Background: an optimization exercise with open tools, aiming at small area. Do not read the settings as production practice. The RTL was checked by simulation tests, not by an equivalence proof against the original design.

## flow/design.v (module list and top-level ports; edited modules follow where they fit)
// module mf_alu: 2590 lines
module mf_alu #(parameter WIDTH = 16) (
    input clk,     
    input rst_n,   
    input signed [WIDTH-1:0] a1, a2, b1, b2,
    input op, is_complex, use_cop,
    output logic signed [WIDTH-1:0] out1, out2
);
  // ...
==> flow/flow/run.sh <==
#!/bin/bash
# Standard synthesis, then a netlist clean-up, then the standard layout.
#  1. the standard synthesis (standard.sh) up to 1_2_yosys.v
#  2. fa_flip.py: complement full-adder cells where that removes inverters
#  3. reabc.ys: re-map the logic between adders and flip-flops for area with ABC
#     (adders, flip-flops and tie cells are kept as they are)
#  4. the rest of the standard layout from the new netlist
set -euo pipefail
here=$(pwd)
res=$here/orfs/results/$FLOW_PLATFORM/mf_alu/base
lib=$FLOW_HOME/platforms/$FLOW_PLATFORM/lib/sky130_fd_sc_hd__tt_025C_1v80.lib

bash standard.sh $res/1_2_yosys.v > synth_standard.log 2>&1
cp $res/1_2_yosys.v $here/netlist_standard.v

python3 flow/fa_flip.py $here/netlist_standard.v $here/netlist_flip.v > fa_flip.log 2>&1

sed -e "s#@LIB@#$lib#g" -e "s#@IN@#$here/netlist_flip.v#g" -e "s#@OUT@#$here/netlist_reabc.v#g" \
    -e "s#@ABC@#$here/flow/area.abc#g" flow/reabc.ys > reabc_run.ys
yosys -s reabc_run.ys > yosys_reabc.log 2>&1
python3 flow/check_netlist.py $here/netlist_standard.v $here/netlist_reabc.v > check_netlist.log 2>&1

cp $here/netlist_reabc.v $res/1_2_yosys.v
touch $res/1_2_yosys.v
bash standard.sh "BUFFER_PORTS_ARGS=-buffer_cell sky130_fd_sc_hd__buf_1" finish > layout_standard.log 2>&1
==> flow/flow/area.abc <==
strash; dch; map -a; strash; dch; map -a; strash; dch; map -a; topo; stime -c
==> flow/flow/check_netlist.py <==
#!/usr/bin/env python3
"""Check the re-mapped netlist: same flip-flops (names, cell types), only platform cells,
no don't-use cells, no assign statements."""
import re
import sys

def cells(f):
    t = open(f).read()
    assert not re.search(r"^\s*assign\b", t, re.M), "assign in " + f
    return re.findall(r"^\s*(sky130_fd_sc_hd__\w+)\s+(\S+)\s*\(", t, re.M)

a = cells(sys.argv[1])
b = cells(sys.argv[2])
fa = sorted((n, c) for c, n in a if "__df" in c)
fb = sorted((n, c) for c, n in b if "__df" in c)
assert fa == fb, "flip-flops differ"
for c, n in b:
    assert "lpflow" not in c and "probe" not in c, c
print("ok: %d cells before, %d after, %d flip-flops" % (len(a), len(b), len(fb)))
==> flow/flow/fa_flip.py <==
#!/usr/bin/env python3
"""Remove inverters around full-adder cells in a mapped Yosys netlist.

A full adder is self-dual: FA(~a, ~b, ~c) = (~cout, ~sum). Yosys's extract_fa
often leaves a cell with inverted inputs and outputs. This pass collapses all
inverters, chooses for each fa cell whether to complement it, and re-inserts
one inverter per net that still needs the complement.

usage: fa_flip.py in.v out.v
"""
import re
import sys

INV = re.compile(r"sky130_fd_sc_hd__(inv|clkinv)_\d+$")
FA = re.compile(r"sky130_fd_sc_hd__fa_\d+$")
OUTPINS = {"X", "Y", "SUM", "COUT", "Q", "Q_N", "HI", "LO"}

src = open(sys.argv[1]).read()
m = re.search(r"^module\s+(\w+)\s*\((.*?)\);(.*?)^endmodule", src, re.S | re.M)
head_end = m.start(3)
body = m.group(3)

cell_re = re.compile(r"^\s*(sky130_fd_sc_hd__\w+)\s+(\S+)\s*\((.*?)\);\s*$", re.S | re.M)
cells = []
decls = []
pos = 0
for cm in cell_re.finditer(body):
    decls.append(body[pos:cm.start()])
    pos = cm.end()
    pins = [(p, n.strip()) for p, n in re.findall(r"\.(\w+)\(([^()]*)\)", cm.group(3))]
    cells.append([cm.group(1), cm.group(2), pins])
tail = body[pos:]
decl_text = "".join(decls)
assert "assign" not in decl_text and "assign" not in tail, "assign statements not supported"

ports = set()
for d in re.findall(r"^\s*(?:input|output)\s+(?:\[(\d+):(\d+)\]\s+)?(\w+);", decl_text, re.M):
    if d[0]:
        for i in range(int(d[1]), int(d[0]) + 1):
            ports.add(f"{d[2]}[{i}]")
    else:
        ports.add(d[2])
outports = set()
for d in re.findall(r"^\s*output\s+(?:\[(\d+):(\d+)\]\s+)?(\w+);", decl_text, re.M):
    if d[0]:
        for i in range(int(d[1]), int(d[0]) + 1):
            outports.add(f"{d[2]}[{i}]")
    else:
        outports.add(d[2])

# inverters that can be collapsed: output not a port
invmap = {}  # out net -> in net
for typ, name, pins in cells:
    if INV.match(typ):
        pd = dict(pins)
        if pd["Y"] not in outports:
            invmap[pd["Y"]] = pd["A"]


def root(n):
    p = 0
    while n in invmap:
        n = invmap[n]
        p ^= 1
    return n, p


driver = {}
for ci, (typ, name, pins) in enumerate(cells):
    for p, n in pins:
        if p in OUTPINS:
            driver[n] = ci

keep = [ci for ci, (typ, name, pins) in enumerate(cells)
        if not (INV.match(typ) and dict(pins)["Y"] in invmap)]
isfa = {ci: bool(FA.match(cells[ci][0])) for ci in keep}
flip = {ci: 0 for ci in keep}

# load list: (cell, pinidx, root, pol)
loads = {}
cellins = {ci: [] for ci in keep}
for ci in keep:
    typ, name, pins = cells[ci]
    for k, (p, n) in enumerate(pins):
        if p in OUTPINS:
            continue
        r, pol = root(n)
        loads.setdefault(r, []).append((ci, k, pol))
        cellins[ci].append(r)
# output ports driven through collapsed inverters are kept (not in invmap)


def drvflip(r):
    ci = driver.get(r)
    if ci is None or ci not in flip:
        return 0
    return flip[ci]


def cost(r):
    fd = drvflip(r)
    for ci, k, pol in loads.get(r, []):
        if pol ^ flip[ci] ^ fd:
            return 1
    return 0


def touched(ci):
    rs = set(cellins[ci])
    for p, n in cells[ci][2]:
        if p in OUTPINS:
            rs.add(n)
    return rs


base = sum(cost(r) for r in loads)
changed = True
it = 0
while changed and it < 50:
    changed = False
    it += 1
    for ci in keep:
        if not isfa[ci]:
            continue
        rs = touched(ci)
        before = sum(cost(r) for r in rs)
        flip[ci] ^= 1
        after = sum(cost(r) for r in rs)
        if after < before:
            changed = True
        else:
            flip[ci] ^= 1
final = sum(cost(r) for r in loads)
ninv = sum(1 for typ, name, pins in cells if INV.match(typ))
print(f"fa_flip: inverters before {ninv}, collapsed-net need {base}, after flipping {final}, "
      f"flipped {sum(flip.values())} fa cells", file=sys.stderr)

# rewrite
def esc(n):
    return n + " " if n.startswith("\\") else n


newnets = []
out = []
negname = {}
for r in loads:
    if cost(r):
        nn = "_faflip_n%d_" % len(negname)
        negname[r] = nn
        newnets.append(nn)
for ci in keep:
    typ, name, pins = cells[ci]
    newpins = []
    for p, n in pins:
        if p in OUTPINS:
            newpins.append((p, n))
        else:
            r, pol = root(n)
            need = pol ^ flip[ci] ^ drvflip(r)
            newpins.append((p, negname[r] if need else r))
    out.append(f"  {typ} {name} (\n" + ",\n".join(f"    .{p}({esc(n)})" for p, n in newpins) + "\n  );\n")
for i, (r, nn) in enumerate(negname.items()):
    out.append(f"  sky130_fd_sc_hd__inv_1 _faflip_inv{i}_ (\n    .A({esc(r)}),\n    .Y({nn})\n  );\n")
newdecl = "".join(f"  wire {n};\n" for n in newnets)
res = src[:head_end] + decl_text + newdecl + "".join(out) + tail + src[m.end(3):]
open(sys.argv[2], "w").write(res)
==> flow/flow/reabc.ys <==
read_liberty -ignore_miss_func @LIB@
read_verilog @IN@
hierarchy -top mf_alu
# keep multi-output, sequential and tie cells as they are
blackbox =sky130_fd_sc_hd__fa_* =sky130_fd_sc_hd__ha_* =sky130_fd_sc_hd__df* =sky130_fd_sc_hd__conb_*
flatten -wb
opt_clean
delete t:$scopeinfo
techmap
opt -purge
abc -liberty @LIB@ -script @ABC@ -dont_use sky130_fd_sc_hd__probe_p_8 -dont_use sky130_fd_sc_hd__probec_p_8 -dont_use sky130_fd_sc_hd__lpflow_*
opt_clean -purge
hilomap -singleton -hicell sky130_fd_sc_hd__conb_1 HI -locell sky130_fd_sc_hd__conb_1 LO
insbuf -buf sky130_fd_sc_hd__buf_4 A X
splitnets
opt_clean -purge
stat -liberty @LIB@
read_liberty -lib -overwrite -ignore_miss_func @LIB@
check -assert
write_verilog -noattr -noexpr -nohex -nodec @OUT@
==> flow/standard.sh <==
#!/bin/bash
# synth_recipe.tcl (not shown) runs the flow's synth.tcl, then flattens the netlist and writes it again
# the make line also repeats each setting of config.mk as NAME=value (left out here)
make -C /OpenROAD-flow-scripts/flow DESIGN_CONFIG=/design/flow/config.mk WORK_HOME=/design/flow/orfs CLKGATE_MAP_FILE= SYNTH_SCRIPT=/design/flow/synth_recipe.tcl "${@:-finish}"
==> flow/config.mk <==
export PLATFORM = sky130hd
export DESIGN_NAME = mf_alu
export DESIGN_NICKNAME = mf_alu
export VERILOG_FILES = /design/flow/design.v
export SDC_FILE = /design/flow/constraint.sdc
export NUM_CORES = 4
export LEC_CHECK = 0
export ABC_AREA = 1
export CAP_MARGIN = 20
export CORE_MARGIN = 2
export CORE_UTILIZATION = 45
export CTS_CLUSTER_DIAMETER = 300
export CTS_CLUSTER_SIZE = 64
export SLEW_MARGIN = 20
==> flow/constraint.sdc <==
create_clock -name core_clock -period 70.0 [get_ports {clk}]
set_input_delay 14.0000 -clock core_clock [delete_from_list [all_inputs] [get_ports {clk}]]
set_output_delay 14.0000 -clock core_clock [all_outputs]
set_load 0.01 [all_outputs]
==> flow_summary.toml, run 1 <==
[run_status]
status = "timing/DRC/antenna clean"

[detailed_routing]
wl_per_cell_um = 19.9
postRouteAntennaNets = 0
top_layer = "met5"

[sta]
period_needed_ns = 63.88
timing.hold.ws_ns = 13.85
finalHoldViolCount = 0

[critical_path]
worstPathMaxFanout = 21
arrival_ns = 64.08
worst-path-buf-inv = 48
endpoint = "res2_cop[13]$_DFF_PN0_"
cp-start-kind = "primary input"
slowest_delay_ns = 0.59

[layout]
drive_above_1_share_pct = 4.26
final_cell_mix = "nor2_1 (765), nand2_1 (650), clkinv_1 (616), fa_1 (450), xor2_1 (337)"
buffer_area_share_pct = 3.18
synthToLayoutAreaGrowth_pct = 8.62
comb.multi_input.count = 3090

[global_routing]
grt_pass1_wl_um = 148000
met1_usage_pct = 43.2
grt_pass1_vias = 24878
busiest_layer = "met2"
use_met2_pct = 49.8

[placed_design]
post-place-ws_ns = 3.60
io_buffers = 100

[cts]
ctsHoldBuffers = 0

[synthesis]
yosysWarnings = 1
==> run 2, diff against run 1 <==
--- a/flow/config.mk
+++ b/flow/config.mk
@@ -10,5 +10,3 @@
 export CORE_MARGIN = 2
 export CORE_UTILIZATION = 45
-export CTS_CLUSTER_DIAMETER = 300
-export CTS_CLUSTER_SIZE = 64
 export SLEW_MARGIN = 20
==> flow_summary.toml, run 2 <==
[run_status]
status = "timing/DRC/antenna clean"

[floorplan]
fp.dieArea_um2 = 62500
fp.dieW_um = 250
core-area_um2 = 60100
die-height_um = 250
num_io_pins = 101
rows = 90
initial_utilization_pct = 45.3

[critical_path]
worstPathMaxFanout = 21
endpoint = "res2_cop[13]$_DFF_PN0_"
crit_top_cell = "o21ai_0"
required_ns = 70.20
cp-start-kind = "primary input"
cp-end-kind = "flip-flop"
arrival_ns = 64.08
slowest_delay_ns = 0.59
crit_cells = 326
cpMaxStageDelayCell = "fa_1"
startpoint = "b2[0]"
path_class = "primary input to flip-flop"
path_delay_family = "compound AO/OA/AOI/OAI gates"
worst-path-buf-inv = 48

[synthesis]
synth.cell_area_um2 = 27200
synth.net_count = 4361
syn_avg_cell_area_um2 = 7.21
yosysWarnings = 1
synth_cells = 3777

[sta]
max_freq_mhz = 15.7
period_needed_ns = 63.88
setup_slack_ns = 6.12
tightest_slew_ns = 0.988
period_share_pct = 91.3
drv_slew = 0
finalHoldViolCount = 0
timing.hold.ws_ns = 13.85
setup_violations = 0
relSlewSlack_pct = 34.1

[placed_design]
post-place-ws_ns = 3.60
dpl.cell_count = 4726
hpwl_um = 77700
routabilityCongestion = 0.987
io_buffers = 100

[layout]
drive_above_1_share_pct = 4.26
layout_commonest_cell = "nor2_1"
num-nets-final = 4545
final_core_util_pct = 49.2
final_cell_mix = "nor2_1 (765), nand2_1 (650), clkinv_1 (616), fa_1 (450), xor2_1 (337)"
final_cells = 4748
synthToLayoutAreaGrowth_pct = 8.62
diodes = 0

[detailed_routing]
via_per_inst = 5.40
drtPass1Iterations = 6
drt_iter0_drc = 2172
post-route-drc-count = 0
wirelength_um = 94600
postRouteAntennaNets = 0
num_vias = 25649
wl_per_cell_um = 19.9

[cts]
cts_tree = "yes"
htree_levels = 3
clk_path_buf_depth = 2
clock-sinks = 64
cts_root_buf = "clkbuf_16"
clkTransAtPathRegs_ns = 0.06
ctsHoldBuffers = 0
numCtsBuffers = 9

[global_routing]
track_usage_pct = 30.7
grt_pass1_vias = 24878
overflow = 0
antenna_found_initial = 2
grt_pass1_wl_um = 148000
grt_max_degree = 65

[job]
cap_viol_max_count = 0

[min_path]
hold_class = "primary input to async pin"
[run 2: cell counts in the layout (fill, tap and decap cells not counted)]
No cell type changed its count.
[run 2: timing repair]
item                                    CTS  global route
endpoints found under the setup margin    0            19
setup buffers                             0             6
resized for setup                         0            32
[run 2: worst min path at each step]
stage	slack [ns]	startpoint	end	depth (start not counted)
after global placement	14.25	rst_n	res1_cop[8]$_DFF_PN0_	2
after CTS	13.89	rst_n	res1_cop[8]$_DFF_PN0_	2
after global routing	13.95	rst_n	res1_cop[8]$_DFF_PN0_	2
after floorplan	13.70	rst_n	res1_add[0]$_DFF_PN0_	0
final	13.85	rst_n	res1_cop[8]$_DFF_PN0_	2
after detailed placement	14.25	rst_n	res1_cop[8]$_DFF_PN0_	2
[run 2: routing by layer]
layer	track usage [%]	wire length, um	vias to the layer above
li1	-	-	12059
met1	43.2	41000	12375
met2	49.8	43100	1026
met3	3.14	6930	187
met4	9.55	3500	2
met5	0	13	-
[run 2: per-stage QoR]
| stage | TNS (ns) | cell area [um^2] |
|---|---|---|
| 2_1_floorplan | 0 | 27200 |
| 3_3_place_gp | 0 | 29100 |
| 3_5_place_dp | 0 | 29100 |
| 4_1_cts | 0 | 29500 |
| 5_1_grt | -0.00227 | 29600 |
| 6_report | 0 | 29600 |
[run 2: final cells by class]
class	instances	area (um^2)
sequential	64	1600
tap	782	978
clock inverter	7	120
inverter	623	2350
fill	6210	30500
multi-input combinational	3090	23400
timing repair buffer	173	942
clock buffer	9	225
==> run 3, diff against run 2 <==
==> flow/flow/area.abc (replaced) <==
strash; dch; amap; strash; dch; amap; topo; stime -c
--- a/flow/config.mk
+++ b/flow/config.mk
@@ -9,4 +9,5 @@
 export CAP_MARGIN = 20
 export CORE_MARGIN = 2
-export CORE_UTILIZATION = 45
+export CORE_UTILIZATION = 65
+export PLACE_DENSITY = 0.75
 export SLEW_MARGIN = 20
==> flow_summary.toml, run 3 <==
[detailed_routing]
num_vias = 29714
postRouteAntennaNets = 0
wl_per_cell_um = 21.9
drt_iter0_drc = 3838
post-route-drc-count = 0
drtPass1Iterations = 8
wirelength_um = 99200
via_per_inst = 6.57

[run_status]
status = "timing/DRC/antenna clean"

[layout]
final_core_util_pct = 73.0
diodes = 0
drive_above_1_share_pct = 6.01
final_cells = 4521
layout_commonest_cell = "nor2_1"
synthToLayoutAreaGrowth_pct = 10.4
num-nets-final = 4575
n_fill_cell = 3323
final_cell_mix = "nor2_1 (1019), clkinv_1 (459), fa_1 (450), nand2_1 (346), a21oi_1 (341)"

[cts]
cts_root_buf = "clkbuf_16"
clk_path_buf_depth = 2
clock-sinks = 64
cts_tree = "yes"
htree_levels = 3
clkTransAtPathRegs_ns = 0.07
numCtsBuffers = 9
ctsHoldBuffers = 0

[sta]
tns_ns = 0
period_needed_ns = 65.97
relSlewSlack_pct = 18.6
max_freq_mhz = 15.2
setup_violations = 0
period_share_pct = 94.2
tightest_slew_ns = 1.22
timing.hold.ws_ns = 13.82
finalHoldViolCount = 0
setup_slack_ns = 4.03
drv_slew = 0

[job]
cap_viol_max_count = 0

[floorplan]
num_io_pins = 101
initial_utilization_pct = 66.1
core-area_um2 = 39900
die-height_um = 205
rows = 73
fp.dieW_um = 205
fp.dieArea_um2 = 42200

[global_routing]
antenna_found_initial = 0
track_usage_pct = 47.1
overflow = 0
grt_pass1_wl_um = 152000
grt_pass1_vias = 28303
grt_max_degree = 72

[synthesis]
synth.cell_area_um2 = 26400
syn_avg_cell_area_um2 = 7.00
yosysWarnings = 1
synth_cells = 3771
synth.net_count = 4355

[critical_path]
arrival_ns = 66.20
crit_top_cell = "o21ai_0"
slowest_delay_ns = 0.70
required_ns = 70.22
cp-end-kind = "flip-flop"
cp-start-kind = "primary input"
cpMaxStageDelayCell = "fa_1"
endpoint = "res2_cop[14]$_DFF_PN0_"
worstPathMaxFanout = 15
startpoint = "a2[1]"
path_class = "primary input to flip-flop"

[min_path]
hold_class = "primary input to async pin"

[placed_design]
post-place-ws_ns = -1.76
io_buffers = 100
routabilityCongestion = 1.08
hpwl_um = 76600
dpl.cell_count = 4463
-- run 3: cell types whose count changed in the layout (fill, tap and decap cells not counted), moves of 75 or more --
cell	delta
a21oi_1	+163
nor2_1	+254
xor2_1	-330
clkinv_1	-157
o21ai_0	+75
o22ai_1	+76
xnor2_1	-136
nand2_1	-304
-- run 3: worst min path at each step --
stage | startpoint | end | slack (ns) | cells after the start
floorplan | rst_n | res1_add[0]$_DFF_PN0_ | 13.70 | 0
global route | rst_n | res2_add[10]$_DFF_PN0_ | 13.90 | 2
finish | rst_n | res2_add[10]$_DFF_PN0_ | 13.82 | 2
detailed placement | rst_n | res2_add[10]$_DFF_PN0_ | 14.22 | 2
CTS | rst_n | res2_add[10]$_DFF_PN0_ | 13.86 | 2
global placement | rst_n | res2_add[10]$_DFF_PN0_ | 14.20 | 2
-- run 3: final cells by class --
| class | count | area, um^2 | share of cell area (%) |
|---|---|---|---|
| repair buffers | 206 | 1210 | 4.15 |
| inverters | 477 | 1850 | 6.34 |
| flip-flops and latches | 64 | 1600 | 5.50 |
| clock buffers | 9 | 225 | 0.773 |
| multi-input cells | 3231 | 23500 | 80.5 |
| well taps | 525 | 657 | 2.25 |
| clock inverters | 7 | 125 | 0.429 |
| repair inverters | 2 | 10.0 | 0.0344 |
-- run 3: worst max-delay path, delay by kind of cell --
kind	cells	cell delay, ns
compound gates	178	25.60
xor+xnor	2	0.29
fa+ha+maj	21	9.84
buf+inv	42	6.03
simple gates	87	10.31
-- run 3: metrics by stage --
step | instance area, um^2
2_1_floorplan | 26400
3_5_place_dp | 27900
3_3_place_gp | 27900
4_1_cts | 28300
6_report | 29100
5_1_grt | 29100
-- run 3: timing repair --
item                                    4_1_cts  5_1_grt
buffers inserted                              0       37
endpoints found under the setup margin        8       32
gates cloned                                  0        3
resized for setup                             7      162
pin swaps                                     0       17
-- run 3: metal layers --
layer  wire, um  global-route usage, %  share of wire, %  up-vias
li1           -                      -                 -    13291
met1      34700                   58.7                35    13611
met2      42300                   71.6                43     2220
met3      13800                   13.1                14      592
met4       8390                   31.3               8.5        0
met5          0                      0                 0        -
==> run 4, diff against run 3 <==
--- a/flow/config.mk
+++ b/flow/config.mk
@@ -9,5 +9,4 @@
 export CAP_MARGIN = 20
 export CORE_MARGIN = 2
-export CORE_UTILIZATION = 65
-export PLACE_DENSITY = 0.75
+export CORE_UTILIZATION = 45
 export SLEW_MARGIN = 20
==> flow_summary.toml, run 4 <==
[detailed_routing]
postRouteAntennaNets = 0
wl_per_cell_um = 20.8
post-route-drc-count = 0
via_per_inst = 5.77
drt_iter0_drc = 2174
drtPass1Iterations = 5
num_vias = 27541
wirelength_um = 99100

[critical_path]
worstPathMaxFanout = 37
arrival_ns = 64.55
required_ns = 70.20
cp-end-kind = "flip-flop"
worst-path-buf-inv = 33
path_delay_family = "compound AO/OA/AOI/OAI gates"
slowest_delay_ns = 0.64
cpMaxStageDelayCell = "o21ai_0"
path_class = "primary input to flip-flop"
crit_top_cell = "a21oi_1"
cp-start-kind = "primary input"

[layout]
fin_area_um2 = 29500
layout_commonest_cell = "nor2_1"
drive_above_1_share_pct = 6.31
final_cell_mix = "nor2_1 (1021), clkinv_1 (462), fa_1 (450), nand2_1 (346), a21oi_1 (341)"
num-nets-final = 4588
multi_input_area_um2 = 23500
final_cells = 4776
final_core_util_pct = 51.0
seqCellArea_um2 = 1600
synthToLayoutAreaGrowth_pct = 11.7
n_fill_cell = 5909

[sta]
tightest_slew_ns = 1.09
period_needed_ns = 64.35
setup_violations = 0
relSlewSlack_pct = 27.3
period_share_pct = 91.9
setup_slack_ns = 5.65
finalHoldViolCount = 0
max_freq_mhz = 15.5
drv_slew = 0

[placed_design]
hpwl_um = 78900
postPlaceCellArea_um2 = 28500
io_buffers = 100
routabilityCongestion = 0.983
post-place-ws_ns = -0.305
dpl.cell_count = 4728

[floorplan]
die-height_um = 246
initial_utilization_pct = 45.6
fp.dieW_um = 246
core-area_um2 = 57800
fp.dieArea_um2 = 60600
rows = 88
num_io_pins = 101

[cts]
clock-sinks = 64
clkTransAtPathRegs_ns = 0.06
cts_tree = "yes"
cts_root_buf = "clkbuf_16"
numCtsBuffers = 9
htree_levels = 3
clk_path_buf_depth = 2
ctsHoldBuffers = 0

[synthesis]
syn_avg_cell_area_um2 = 7.00
synth.cell_area_um2 = 26400
synth_cells = 3771
synth.net_count = 4355
yosysWarnings = 1

[global_routing]
grt_max_degree = 65
antenna_found_initial = 7
overflow = 0
track_usage_pct = 33.1
grt_pass1_vias = 25996
grt_pass1_wl_um = 153000

[job]
cap_viol_max_count = 0

[run_status]
status = "timing/DRC/antenna clean"

[min_path]
hold_class = "primary input to async pin"
==> run 4: metal layers <==
metal | vias up | global-route usage [%] | wire length, um
met4 | 8 | 16.8 | 5990
met3 | 254 | 3.99 | 6890
met5 | - | 0 | 37
met2 | 1065 | 54.4 | 45500
li1 | 13334 | - | -
met1 | 12880 | 43.0 | 40700
==> run 4: how the worst max path moves through the flow <==
stage	from	to	slack (ns)	cells after the start
final	is_complex	res1_cop[13]$_DFF_PN0_	5.65	296
after global placement	b2[0]	res1_cop[13]$_DFF_PN0_	0.97	291
after floorplan	is_complex	res2_cop[14]$_DFF_PN0_	3.49	325
after detailed placement	b2[0]	res2_cop[14]$_DFF_PN0_	-0.31	330
after global routing	op	res2_cop[14]$_DFF_PN0_	-0.32	339
after CTS	b2[0]	res2_cop[14]$_DFF_PN0_	0.39	330
==> run 4: area by class of cell <==
| type | instances | area share [%] |
|---|---|---|
| Tap cell | 765 | 3.25 |
| Inverter | 477 | 6.14 |
| Clock inverter | 5 | 0.276 |
| Timing Repair Buffer | 222 | 4.46 |
| Clock buffer | 11 | 0.790 |
| Sequential cell | 64 | 5.43 |
| Antenna cell | 2 | 0.0170 |
| Multi-Input combinational cell | 3230 | 79.6 |
==> run 4: per-stage QoR <==
stage | hold WS, ns | setup TNS [ns]
after CTS | 13.85 | 0
final | 13.81 | 0
after detailed placement | 14.23 | -0.538
after floorplan | 13.70 | 0
after global routing | 13.90 | -1.06
after global placement | 14.23 | 0
==> run 4: timing repair <==
action,CTS,global route
pin swaps,0,17
buffers inserted,0,30
endpoints found under the hold margin,0,0
resized for setup,1,166
endpoints found under the setup margin,1,32
==> run 5, diff against run 4 <==
--- a/flow/config.mk
+++ b/flow/config.mk
@@ -10,3 +10,4 @@
 export CORE_MARGIN = 2
 export CORE_UTILIZATION = 45
+export CTS_BUF_LIST = sky130_fd_sc_hd__clkbuf_8
 export SLEW_MARGIN = 20
==> flow_summary.toml, run 5 <==
[synthesis]
synth.net_count = 4355
synth_cells = 3771
yosysWarnings = 1
synth.cell_area_um2 = 26400
syn_avg_cell_area_um2 = 7.00

[sta]
finalHoldViolCount = 0
setup_violations = 0
tightest_slew_ns = 1.10
period_needed_ns = 64.31
max_freq_mhz = 15.5
period_share_pct = 91.9
relSlewSlack_pct = 26.7
setup_slack_ns = 5.69
drv_slew = 0

[cts]
htree_levels = 3
clkTransAtPathRegs_ns = 0.09
clk_path_buf_depth = 2
cts_tree = "yes"
ctsHoldBuffers = 0
clock-sinks = 64
cts_root_buf = "clkbuf_8"
numCtsBuffers = 9

[critical_path]
cp-end-kind = "flip-flop"
arrival_ns = 64.54
cp-start-kind = "primary input"
path_class = "primary input to flip-flop"
cpMaxStageDelayCell = "o21ai_0"
worstPathMaxFanout = 37
slowest_delay_ns = 0.59
crit_top_cell = "a21oi_1"
required_ns = 70.23

[detailed_routing]
drtPass1Iterations = 8
drt_iter0_drc = 2389
wirelength_um = 99000
num_vias = 27667
postRouteAntennaNets = 0
wl_per_cell_um = 20.7
via_per_inst = 5.79
post-route-drc-count = 0

[placed_design]
io_buffers = 100
dpl.cell_count = 4728
hpwl_um = 78900
post-place-ws_ns = -0.305
routabilityCongestion = 0.983

[global_routing]
track_usage_pct = 33.0
grt_pass1_vias = 26001
antenna_found_initial = 7
grt_max_degree = 65
grt_pass1_wl_um = 153000
overflow = 0

[layout]
final_cells = 4777
final_core_util_pct = 50.8
final_cell_mix = "nor2_1 (1021), clkinv_1 (462), fa_1 (450), nand2_1 (346), a21oi_1 (341)"
num-nets-final = 4588
synthToLayoutAreaGrowth_pct = 11.3
layout_commonest_cell = "nor2_1"
drive_above_1_share_pct = 6.31

[floorplan]
num_io_pins = 101
core-area_um2 = 57800
fp.dieArea_um2 = 60600
fp.dieW_um = 246
initial_utilization_pct = 45.6
rows = 88
die-height_um = 246

[run_status]
status = "timing/DRC/antenna clean"

[job]
cap_viol_max_count = 0

[min_path]
hold_class = "primary input to async pin"
-- run 5: critical path: cells and delay by family --
family / cells / cell delay [ns]
compound gates: 163 / 26.74
fa+ha+maj: 21 / 9.11
buf+inv: 33 / 5.04
simple gates: 79 / 9.42
-- run 5: cell type report --
type	instances	area, um^2
clock inverters	7	88.8
fillers	5924	28400
clock buffers	9	124
well taps	765	957
inverters	477	1810
flip-flops and latches	64	1600
repair buffers	222	1320
multi-input cells	3230	23500
diodes	3	7.51
-- run 5: stage by stage --
stage	area [um^2]	setup TNS, ns	hold WS [ns]
after floorplan	26400	0	13.70
after global placement	28400	0	14.23
after detailed placement	28500	-0.538	14.23
after CTS	28700	0	13.81
after global routing	29400	-1.09	13.86
final	29400	0	13.75
-- run 5: timing repair --
action / CTS / global route
buffers inserted: 0 / 30
setup endpoints to repair: 1 / 32
gates cloned: 0 / 0
pin swaps: 0 / 17
resized for setup: 1 / 166
-- run 5: worst max-delay path by stage --
stage	from	end	slack, ns	depth (start not counted)
after global placement	b2[0]	res1_cop[13]$_DFF_PN0_	0.97	291
after detailed placement	b2[0]	res2_cop[14]$_DFF_PN0_	-0.31	330
after CTS	b2[0]	res2_cop[14]$_DFF_PN0_	0.43	330
after global routing	op	res2_cop[14]$_DFF_PN0_	-0.31	339
after floorplan	is_complex	res2_cop[14]$_DFF_PN0_	3.49	325
final	is_complex	res1_cop[13]$_DFF_PN0_	5.69	296
-- run 5: metal layers --
layer / global-route usage, % / share of wire, % / routed length (um)
met1: 43.3 / 41 / 41000
met2: 53.8 / 46 / 45100
met3: 3.40 / 6.6 / 6580
met4: 17.6 / 6.3 / 6230
met5: 0 / 0.046 / 46
==> run 6, diff against run 5 <==
--- a/flow/flow/run.sh
+++ b/flow/flow/run.sh
@@ -5,5 +5,6 @@
 #  3. reabc.ys: re-map the logic between adders and flip-flops for area with ABC
 #     (adders, flip-flops and tie cells are kept as they are)
-#  4. the rest of the standard layout from the new netlist
+#  4. the rest of the standard layout from the new netlist, with the smallest
+#     buffer (buf_1) on each input and output port
 set -euo pipefail
 here=$(pwd)
--- a/flow/flow/fa_flip.py
+++ b/flow/flow/fa_flip.py
@@ -5,5 +5,6 @@
 often leaves a cell with inverted inputs and outputs. This pass collapses all
 inverters, chooses for each fa cell whether to complement it, and re-inserts
-one inverter per net that still needs the complement.
+one inverter per net that still needs the complement. ABC re-maps the logic
+around the adders afterwards (reabc.ys).
 
 usage: fa_flip.py in.v out.v
@@ -75,5 +76,7 @@
         if not (INV.match(typ) and dict(pins)["Y"] in invmap)]
 isfa = {ci: bool(FA.match(cells[ci][0])) for ci in keep}
-flip = {ci: 0 for ci in keep}
+# start from every full adder complemented (partial products then come from NAND gates),
+# then improve greedily
+flip = {ci: (1 if isfa[ci] else 0) for ci in keep}
 
 # load list: (cell, pinidx, root, pol)
--- a/flow/config.mk
+++ b/flow/config.mk
@@ -11,3 +11,4 @@
 export CORE_UTILIZATION = 45
 export CTS_BUF_LIST = sky130_fd_sc_hd__clkbuf_8
+export GPL_TIMING_DRIVEN = 0
 export SLEW_MARGIN = 20
==> flow_summary.toml, run 6 <==
[global_routing]
grt_pass1_vias = 24914
track_usage_pct = 30.6
overflow = 0
grt_max_degree = 91
antenna_found_initial = 11
grt_pass1_wl_um = 142000

[floorplan]
die-height_um = 244
core-area_um2 = 57400
rows = 88
num_io_pins = 101
initial_utilization_pct = 45.2
fp.dieArea_um2 = 59600
fp.dieW_um = 244

[detailed_routing]
num_vias = 26825
post-route-drc-count = 0
via_per_inst = 5.74
wl_per_cell_um = 19.9
drtPass1Iterations = 8
drt_iter0_drc = 2165
postRouteAntennaNets = 0
wirelength_um = 92800

[sta]
relSlewSlack_pct = 22.7
drv_slew = 0
period_share_pct = 91.9
max_freq_mhz = 15.5
setup_slack_ns = 5.66
setup_violations = 0
finalHoldViolCount = 0
period_needed_ns = 64.34
tightest_slew_ns = 1.15

[critical_path]
arrival_ns = 64.55
cp-end-kind = "flip-flop"
worstPathMaxFanout = 18
required_ns = 70.21
cpMaxStageDelayCell = "fa_1"
cp-start-kind = "primary input"
path_class = "primary input to flip-flop"
slowest_delay_ns = 0.60
crit_top_cell = "a21oi_1"

[layout]
n_fill_cell = 5773
seqCellArea_um2 = 1600
final_cells = 4671
num-nets-final = 4480
final_cell_mix = "nor2_1 (1058), fa_1 (448), clkinv_1 (389), a21oi_1 (342), nand2_1 (339)"
multi_input_area_um2 = 23600
synthToLayoutAreaGrowth_pct = 12.7
drive_above_1_share_pct = 6.54
layout_commonest_cell = "nor2_1"

[placed_design]
hpwl_um = 75100
dpl.cell_count = 4576
routabilityCongestion = 0.959
post-place-ws_ns = -3.91
io_buffers = 100

[job]
cap_viol_max_count = 0

[synthesis]
synth.net_count = 4270
synth_cells = 3686
syn_avg_cell_area_um2 = 7.04
yosysWarnings = 1
synth.cell_area_um2 = 25900

[cts]
clkTransAtPathRegs_ns = 0.08
cts_root_buf = "clkbuf_8"
ctsHoldBuffers = 0
htree_levels = 3
cts_tree = "yes"
clk_path_buf_depth = 2
numCtsBuffers = 9
clock-sinks = 64

[run_status]
status = "timing/DRC/antenna clean"

[min_path]
hold_class = "primary input to async pin"
[run 6: changes by cell type in the layout (fill, tap and decap cells not counted), moves of 9 or more]
cell | before | now
a22oi_1 | 8 | 17
buf_4 | 118 | 73
clkinv_1 | 462 | 389
nor2_1 | 1021 | 1058
o21ai_0 | 289 | 278
o221ai_1 | 83 | 69
o22ai_1 | 88 | 99
or2_0 | 59 | 11
[run 6: layer usage]
layer	GRT usage [%]	wire (um)
met1	42.4	39400
met2	48.4	41500
met3	5.07	7640
met4	11.0	4200
met5	0	37
[run 6: metrics by stage]
| stage | hold WS (ns) | setup TNS [ns] | instance area [um^2] | util (%) |
|---|---|---|---|---|
| floorplan | 13.70 | 0 | 25900 | - |
| global placement | 14.51 | -381.57 | 27300 | 47.6 |
| detailed placement | 13.87 | -65.97 | 27800 | 48.4 |
| CTS | 13.50 | 0 | 28100 | 48.9 |
| global route | 13.49 | -1.13 | 29200 | 51.0 |
| finish | 13.50 | 0 | 29300 | 51.0 |
[run 6: layout make-up]
class | count | area share, %
multi-input cells | 3219 | 80.5
clock inverters | 5 | 0.278
flip-flops and latches | 64 | 5.48
repair inverters | 2 | 0.0556
diodes | 6 | 0.0513
repair buffers | 194 | 4.41
clock buffers | 10 | 0.471
well taps | 765 | 3.27
inverters | 406 | 5.47
[run 6: worst max-delay path, delay by kind of cell]
kind / cells / cell delay (ns)
adder cells (fa/ha/maj): 21 / 9.37
AO/OA/AOI/OAI: 179 / 26.34
XOR/XNOR: 1 / 0.25
AND/OR/NAND/NOR: 79 / 9.48
buffers and inverters: 37 / 5.02
[run 6: worst max path at each step]
stage	startpoint	end	depth (start not counted)
2_1_floorplan	op	res2_cop[14]$_DFF_PN0_	313
3_3_place_gp	op	res2_cop[15]$_DFF_PN0_	312
3_5_place_dp	b2[1]	res2_cop[15]$_DFF_PN0_	314
4_1_cts	is_complex	res2_cop[15]$_DFF_PN0_	316
5_1_grt	is_complex	res2_cop[13]$_DFF_PN0_	320
6_report	a2[0]	res2_cop[15]$_DFF_PN0_	317
[run 6: repair_timing]
item | CTS | global route
endpoints found under the setup margin | 32 | 32
cloned | 0 | 6
pin swaps | 0 | 24
gates resized for setup | 21 | 171
buffers inserted | 0 | 68
==> run 7, diff against run 6 <==
--- a/flow/config.mk
+++ b/flow/config.mk
@@ -11,4 +11,3 @@
 export CORE_UTILIZATION = 45
 export CTS_BUF_LIST = sky130_fd_sc_hd__clkbuf_8
-export GPL_TIMING_DRIVEN = 0
 export SLEW_MARGIN = 20
==> flow_summary.toml, run 7 <==
[detailed_routing]
wl_per_cell_um = 20.8
wirelength_um = 97500
via_per_inst = 5.83
drt_iter0_drc = 2390
num_vias = 27322
drtPass1Iterations = 6
postRouteAntennaNets = 0
post-route-drc-count = 0

[sta]
setup_violations = 0
drv_slew = 0
period_needed_ns = 63.77
timing.hold.ws_ns = 13.81
period_share_pct = 91.1
max_freq_mhz = 15.7
finalHoldViolCount = 0
relSlewSlack_pct = 24.2
tightest_slew_ns = 1.13

[critical_path]
crit_top_cell = "a21oi_1"
cp-start-kind = "primary input"
arrival_ns = 63.96
slowest_delay_ns = 0.57
cp-end-kind = "flip-flop"
worstPathMaxFanout = 17
path_class = "primary input to flip-flop"
cpMaxStageDelayCell = "fa_1"
required_ns = 70.20

[min_path]
hold_class = "primary input to async pin"

[placed_design]
hpwl_um = 78900
io_buffers = 100
routabilityCongestion = 1.01
postPlaceCellArea_um2 = 28000

[global_routing]
grt_pass1_vias = 25230
overflow = 0
antenna_found_initial = 8
grt_pass1_wl_um = 151000
track_usage_pct = 32.8
grt_max_degree = 75

[cts]
clock-sinks = 64
numCtsBuffers = 9
clkTransAtPathRegs_ns = 0.09
ctsHoldBuffers = 0
htree_levels = 3
cts_tree = "yes"
cts_root_buf = "clkbuf_8"
clk_path_buf_depth = 2

[synthesis]
syn_avg_cell_area_um2 = 7.04
synth.cell_area_um2 = 25900
yosysWarnings = 1
synth.net_count = 4270
synth_cells = 3686

[layout]
drive_above_1_share_pct = 5.06
fin_area_um2 = 28700
num-nets-final = 4493
n_fill_cell = 5795
synthToLayoutAreaGrowth_pct = 10.5
layout_commonest_cell = "nor2_1"
final_cell_mix = "nor2_1 (1060), fa_1 (450), clkinv_1 (396), a21oi_1 (360), nand2_1 (339)"

[floorplan]
fp.dieArea_um2 = 59600
num_io_pins = 101
fp.dieW_um = 244
initial_utilization_pct = 45.2
core-area_um2 = 57400
die-height_um = 244
rows = 88

[run_status]
status = "timing/DRC/antenna clean"

[job]
cap_viol_max_count = 0
run 7: per-layer routing:
layer	track usage, %	wire (um)	vias to the layer above	part of all wire (%)
li1	-	-	13117	-
met1	45.5	40600	12744	42
met4	13.0	4660	2	4.8
met2	51.8	43500	1235	45
met3	4.70	8760	224	9.0
met5	0	13	-	0.013
run 7: layout make-up:
cell class	instances	area, um^2	area share (%)
timing repair buffer	212	1250	4.37
clock buffer	10	138	0.480
inverter	406	1540	5.38
multi-input combinational	3216	23100	80.6
tap	765	957	3.34
clock inverter	6	67.6	0.236
antenna	5	12.5	0.0436
sequential	64	1600	5.58
run 7: worst max-delay path by stage:
stage | endpoint | cells after the start | slack [ns] | from
2_1_floorplan | res2_cop[14]$_DFF_PN0_ | 313 | 4.58 | op
3_3_place_gp | res1_cop[14]$_DFF_PN0_ | 285 | 1.24 | is_complex
3_5_place_dp | res1_cop[14]$_DFF_PN0_ | 285 | 1.0 | is_complex
4_1_cts | res1_cop[14]$_DFF_PN0_ | 285 | 1.19 | is_complex
5_1_grt | res1_cop[14]$_DFF_PN0_ | 285 | -0.07 | is_complex
6_report | res2_cop[13]$_DFF_PN0_ | 320 | 6.23 | op
run 7: repair_timing:
item | in CTS | in global routing
buffers inserted | 0 | 16
setup endpoints to repair | 0 | 32
gates resized for setup | 0 | 89
run 7: worst max-delay path: cells and delay by family:
kind                     cells  cell delay [ns]
XOR/XNOR                     1             0.21
buffers and inverters       40             5.20
adder cells (fa/ha/maj)     21             9.08
AO/OA/AOI/OAI              181            26.40
AND/OR/NAND/NOR             77             8.96
run 7: stage by stage:
step / utilization (%) / TNS (ns) / std cells / worst slack [ns]
after floorplan: - / 0 / 3686 / 4.58
after global placement: 48.9 / 0 / 4646 / 1.24
after detailed placement: 48.9 / 0 / 4646 / 0.999
after CTS: 49.3 / 0 / 4662 / 1.19
after global routing: 50.0 / -0.0677 / 4680 / -0.0659
final: 50.0 / 0 / 4684 / 6.23
==> run 8, diff against run 7 <==
--- a/flow/config.mk
+++ b/flow/config.mk
@@ -7,7 +7,7 @@
 export LEC_CHECK = 0
 export ABC_AREA = 1
-export CAP_MARGIN = 20
+export CAP_MARGIN = 0
 export CORE_MARGIN = 2
 export CORE_UTILIZATION = 45
 export CTS_BUF_LIST = sky130_fd_sc_hd__clkbuf_8
-export SLEW_MARGIN = 20
+export SLEW_MARGIN = 0
==> flow_summary.toml, run 8 <==
[synthesis]
synth.cell_area_um2 = 25900
yosysWarnings = 1
syn_avg_cell_area_um2 = 7.04
synth_cells = 3686
synth.net_count = 4270

[layout]
num-nets-final = 4491
drive_above_1_share_pct = 5.01
fin_area_um2 = 28600
final_cell_mix = "nor2_1 (1059), fa_1 (450), clkinv_1 (396), a21oi_1 (360), nand2_1 (339)"
synthToLayoutAreaGrowth_pct = 10.4
layout_commonest_cell = "nor2_1"

[floorplan]
fp.dieArea_um2 = 59600
rows = 88
core-area_um2 = 57400
num_io_pins = 101
die-height_um = 244
fp.dieW_um = 244
initial_utilization_pct = 45.2

[critical_path]
arrival_ns = 63.98
worstPathMaxFanout = 17
cp-end-kind = "flip-flop"
worst-path-buf-inv = 40
required_ns = 70.20
crit_top_cell = "a21oi_1"
path_class = "primary input to flip-flop"
path_delay_family = "compound AO/OA/AOI/OAI gates"
slowest_delay_ns = 0.57
cpMaxStageDelayCell = "fa_1"
cp-start-kind = "primary input"

[cts]
htree_levels = 3
clock-sinks = 64
cts_tree = "yes"
numCtsBuffers = 9
clk_path_buf_depth = 2
cts_root_buf = "clkbuf_8"
clkTransAtPathRegs_ns = 0.08

[sta]
period_needed_ns = 63.79
drv_slew = 0
max_freq_mhz = 15.7
relSlewSlack_pct = 25.4
period_share_pct = 91.1
timing.hold.ws_ns = 13.81
finalHoldViolCount = 0
setup_violations = 0
setup_slack_ns = 6.21
tns_ns = 0
tightest_slew_ns = 1.11

[global_routing]
overflow = 0
grt_pass1_vias = 25230
grt_max_degree = 75
track_usage_pct = 32.8
antenna_found_initial = 8
grt_pass1_wl_um = 151000

[run_status]
status = "timing/DRC/antenna clean"

[detailed_routing]
via_per_inst = 5.83
post-route-drc-count = 0
drtPass1Iterations = 5
num_vias = 27303
wl_per_cell_um = 20.8
drt_iter0_drc = 2368
wirelength_um = 97600
postRouteAntennaNets = 0

[job]
cap_viol_max_count = 0

[min_path]
hold_class = "primary input to async pin"

[placed_design]
routabilityCongestion = 1.01
post-place-ws_ns = 0.999
io_buffers = 100
postPlaceCellArea_um2 = 28000
hpwl_um = 78900
==> run 8: cell type report <==
| class | count | area [um^2] |
|---|---|---|
| antenna | 5 | 12.5 |
| multi-input combinational | 3216 | 23100 |
| fill | 5797 | 28700 |
| clock buffer | 10 | 138 |
| timing repair buffer | 210 | 1220 |
| sequential | 64 | 1600 |
| inverter | 406 | 1540 |
| tap | 765 | 957 |
| clock inverter | 6 | 67.6 |
==> run 8: how the worst max path moves through the flow <==
stage / start / endpoint / slack, ns / cells past startpoint
floorplan: op / res2_cop[14]$_DFF_PN0_ / 4.58 / 313
global placement: is_complex / res1_cop[14]$_DFF_PN0_ / 1.24 / 285
detailed placement: is_complex / res1_cop[14]$_DFF_PN0_ / 1.0 / 285
CTS: is_complex / res1_cop[14]$_DFF_PN0_ / 1.19 / 285
global route: is_complex / res1_cop[14]$_DFF_PN0_ / -0.06 / 290
finish: op / res2_cop[13]$_DFF_PN0_ / 6.21 / 320
==> run 8: layer usage <==
| metal | GRT usage [%] | vias up | part of all wire, % |
|---|---|---|---|
| li1 | - | 13118 | - |
| met1 | 45.5 | 12726 | 42 |
| met2 | 51.8 | 1243 | 45 |
| met3 | 4.70 | 214 | 8.8 |
| met4 | 13.0 | 2 | 4.7 |
| met5 | 0 | - | 0.013 |
==> run 8: per-stage QoR <==
step | utilization [%] | std cells
finish | 49.9 | 4682
global route | 49.9 | 4678
CTS | 49.3 | 4662
detailed placement | 48.9 | 4646
global placement | 48.9 | 4646
floorplan | - | 3686
==> run 8: what timing repair did <==
item,CTS,global route
resized for setup,0,93
buffers inserted,0,15
hold buffers,0,0
setup endpoints to repair,0,32
endpoints found under the hold margin,0,0
==> run 9, diff against run 8 <==
--- a/flow/config.mk
+++ b/flow/config.mk
@@ -7,7 +7,7 @@
 export LEC_CHECK = 0
 export ABC_AREA = 1
-export CAP_MARGIN = 0
+export CAP_MARGIN = 10
 export CORE_MARGIN = 2
 export CORE_UTILIZATION = 45
 export CTS_BUF_LIST = sky130_fd_sc_hd__clkbuf_8
-export SLEW_MARGIN = 0
+export SLEW_MARGIN = 10
==> flow_summary.toml, run 9 <==
[sta]
relSlewSlack_pct = 25.4
max_freq_mhz = 15.7
setup_violations = 0
finalHoldViolCount = 0
tightest_slew_ns = 1.11
timing.hold.ws_ns = 13.81
drv_slew = 0
period_share_pct = 91.1
period_needed_ns = 63.79

[critical_path]
path_class = "primary input to flip-flop"
cpMaxStageDelayCell = "fa_1"
slowest_delay_ns = 0.57
worstPathMaxFanout = 17
startpoint = "op"
arrival_ns = 63.98
cp-end-kind = "flip-flop"
crit_top_cell = "a21oi_1"
cp-start-kind = "primary input"
required_ns = 70.20

[cts]
cts_root_buf = "clkbuf_8"
numCtsBuffers = 9
clk_path_buf_depth = 2
clock-sinks = 64
ctsHoldBuffers = 0
cts_tree = "yes"
clkTransAtPathRegs_ns = 0.08
htree_levels = 3

[synthesis]
yosysWarnings = 1
synth.cell_area_um2 = 25900
synth.net_count = 4270
syn_avg_cell_area_um2 = 7.04
synth_cells = 3686

[detailed_routing]
m1WireLength_um = 40900
met2_length_um = 43500
drtPass1Iterations = 5
via_per_inst = 5.83
dr_wl_met3_um = 8610
top_layer = "met5"
num_vias = 27303
post-route-drc-count = 0
drt_iter0_drc = 2368
postRouteAntennaNets = 0
wl_per_cell_um = 20.8
wirelength_um = 97600

[layout]
num-nets-final = 4491
fin_area_um2 = 28600
n_fill_cell = 5797
final_core_util_pct = 49.9
final_cells = 4682
drive_above_1_share_pct = 5.01
layout_commonest_cell = "nor2_1"
final_cell_mix = "nor2_1 (1059), fa_1 (450), clkinv_1 (396), a21oi_1 (360), nand2_1 (339)"
synthToLayoutAreaGrowth_pct = 10.4

[run_status]
status = "timing/DRC/antenna clean"

[global_routing]
track_usage_pct = 32.8
grt_pass1_wl_um = 151000
grt_pass1_vias = 25230
grt_max_degree = 75
overflow = 0
antenna_found_initial = 8

[floorplan]
num_io_pins = 101
fp.dieArea_um2 = 59600
initial_utilization_pct = 45.2
core-area_um2 = 57400
die-height_um = 244
rows = 88
fp.dieW_um = 244

[placed_design]
io_buffers = 100
postPlaceCellArea_um2 = 28000
hpwl_um = 78900
routabilityCongestion = 1.01
dpl.cell_count = 4646

[min_path]
hold_class = "primary input to async pin"

[job]
cap_viol_max_count = 0
## run 9: worst paths after layout
path	endpoint	slack (ns)	cells past startpoint
setup / recovery	res2_cop[13]$_DFF_PN0_	6.21	320
hold / removal	res1_add[12]$_DFF_PN0_	13.81	2
max in group asynchronous	res1_add[2]$_DFF_PN0_	55.61	2
min in group core_clock	res1_add[5]$_DFF_PN0_	14.16	2
## run 9: cell type report
class | instances | area, um^2 | area share (%)
Tap cell | 765 | 957 | 3.34
Multi-Input combinational cell | 3216 | 23100 | 80.7
Clock inverter | 6 | 67.6 | 0.236
Antenna cell | 5 | 12.5 | 0.0437
Sequential cell | 64 | 1600 | 5.59
Timing Repair Buffer | 210 | 1220 | 4.25
Clock buffer | 10 | 138 | 0.480
Inverter | 406 | 1540 | 5.39
## run 9: metal layers
metal	global-route usage [%]	vias to the layer above
met2	51.8	1243
li1	-	13118
met4	13.0	2
met1	45.5	12726
met3	4.70	214
met5	0	-
## run 9: metrics by stage
stage	setup TNS (ns)	worst slack [ns]
floorplan	0	4.58
global placement	0	1.24
detailed placement	0	0.999
CTS	0	1.19
global route	-0.109	-0.0632
finish	0	6.21
## run 9: worst max-delay path: cells and delay by family
| kind | cells | cell delay (ns) |
|---|---|---|
| AO/OA/AOI/OAI | 181 | 26.44 |
| AND/OR/NAND/NOR | 77 | 8.89 |
| XOR/XNOR | 1 | 0.20 |
| adder cells (fa/ha/maj) | 21 | 9.10 |
| buffers and inverters | 40 | 5.20 |
## run 9: what timing repair did
action	4_1_cts	5_1_grt
buffers inserted	0	15
endpoints found under the setup margin	0	32
gates resized for setup	0	93
==> run 10, diff against run 9 <==
==> flow/flow/area.abc (replaced) <==
strash; dch; amap -F 5 -A 5; strash; dch; amap -F 5 -A 5; topo; stime -c
==> flow_summary.toml, run 10 <==
[run_status]
status = "timing/DRC/antenna clean"

[synthesis]
yosysWarnings = 1
syn_avg_cell_area_um2 = 7.05
synth_cells = 3667
synth.net_count = 4251
synth.cell_area_um2 = 25900

[sta]
period_share_pct = 91.0
setup_violations = 0
drv_slew = 0
tightest_slew_ns = 1.15
relSlewSlack_pct = 23.3
finalHoldViolCount = 0
max_freq_mhz = 15.7
tns_ns = 0
period_needed_ns = 63.68

[detailed_routing]
num_vias = 27398
via_per_inst = 5.90
wirelength_um = 99200
drt_iter0_drc = 2723
drtPass1Iterations = 6
wl_per_cell_um = 21.3
postRouteAntennaNets = 0
post-route-drc-count = 0

[critical_path]
path_class = "primary input to flip-flop"
worstPathMaxFanout = 40
cp-end-kind = "flip-flop"
crit_cells = 299
arrival_ns = 63.89
slowest_delay_ns = 0.61
path_delay_family = "compound AO/OA/AOI/OAI gates"
crit_top_cell = "o21ai_0"
cpMaxStageDelayCell = "fa_1"
worst-path-buf-inv = 21
cp-start-kind = "primary input"
required_ns = 70.21

[cts]
clkTransAtPathRegs_ns = 0.07
cts_tree = "yes"
htree_levels = 3
cts_root_buf = "clkbuf_8"
numCtsBuffers = 9
clk_path_buf_depth = 2
clock-sinks = 64
ctsHoldBuffers = 0

[placed_design]
postPlaceCellArea_um2 = 27900
hpwl_um = 79600
dpl.cell_count = 4610
io_buffers = 100
routabilityCongestion = 0.959

[floorplan]
fp.dieW_um = 244
initial_utilization_pct = 45.7
core-area_um2 = 56600
die-height_um = 244
num_io_pins = 101
fp.dieArea_um2 = 59400
rows = 87

[layout]
synthToLayoutAreaGrowth_pct = 10.4
final_core_util_pct = 50.4
final_cell_mix = "nor2_1 (966), fa_1 (450), o21ai_0 (415), a21oi_1 (369), nand2_1 (355)"
layout_commonest_cell = "nor2_1"
num-nets-final = 4470
final_cells = 4647
drive_above_1_share_pct = 5.04
fin_area_um2 = 28500
diodes = 0

[global_routing]
track_usage_pct = 33.3
antenna_found_initial = 1
grt_pass1_wl_um = 153000
grt_max_degree = 65
grt_pass1_vias = 25851
overflow = 0

[min_path]
hold_class = "primary input to async pin"

[job]
cap_viol_max_count = 0
==> run 10: worst max path at each step <==
stage,start,to
floorplan,op,res2_cop[14]$_DFF_PN0_
global placement,is_complex,res1_cop[15]$_DFF_PN0_
detailed placement,is_complex,res1_cop[15]$_DFF_PN0_
CTS,is_complex,res1_cop[15]$_DFF_PN0_
global route,op,res2_cop[14]$_DFF_PN0_
finish,is_complex,res1_cop[14]$_DFF_PN0_
==> run 10: area by class of cell <==
cell class | instances | area [um^2]
fill | 5747 | 28100
multi-input combinational | 3239 | 23200
sequential | 64 | 1600
inverter | 364 | 1380
timing repair buffer | 208 | 1210
tap | 756 | 946
clock buffer | 9 | 124
clock inverter | 7 | 96.3
==> run 10: repair_timing <==
item / CTS / global route
endpoints found under the setup margin: 0 / 32
buffers inserted: 0 / 21
gates resized for setup: 0 / 104
==> run 10: metrics by stage <==
stage | worst slack [ns] | hold slack [ns]
floorplan | 5.29 | 13.70
global placement | 1.99 | 14.24
detailed placement | 1.62 | 14.24
CTS | 1.73 | 13.87
global route | -0.211 | 13.92
finish | 6.32 | 13.85
==> run 10: metal layers <==
layer	global-route usage, %	share of wire (%)
met1	46.3	42
met2	52.1	44
met3	5.58	9.1
met4	12.6	4.7
met5	0	0.0071

re-timing with driven ports:
In the flow no input, the clock included, has a driving cell. The finished layouts below were timed again as built, in two steps. Step 1, drivers: a clkbuf_16 drives clk and a buf_2 each remaining input, both assumed. Step 2 times the ports against the registers' clock, not the clock port: input delays grow and output delays shrink by t, the midpoint of the rising clock arrivals with the driver on. a / b / c = ideal ports / drivers / drivers and shift; a / b = the first two.
| run | t, ns | slack for setup (ns) | worst setup path at the end |
|---|---|---|---|
| run 1 | 0.393 | 6.117 / 6.143 / 5.750 | input to register |
| run 2 | 0.393 | 6.117 / 6.143 / 5.750 | input to register |
| run 3 | 0.384 | 4.027 / 4.046 / 3.662 | input to register |
| run 4 | 0.403 | 5.645 / 5.674 / 5.271 | input to register |
| run 5 | 0.433 | 5.689 / 5.691 / 5.258 | input to register |
| run 6 | 0.379 | 5.656 / 5.644 / 5.266 | input to register |
| run 7 | 0.395 | 6.232 / 6.194 / 5.799 | input to register |
| run 8 | 0.396 | 6.214 / 6.174 / 5.779 | input to register |
| run 9 | 0.396 | 6.214 / 6.174 / 5.779 | input to register |
| run 10 | 0.395 | 6.317 / 6.336 / 5.941 | input to register |
After both steps every run listed still meets setup and hold.
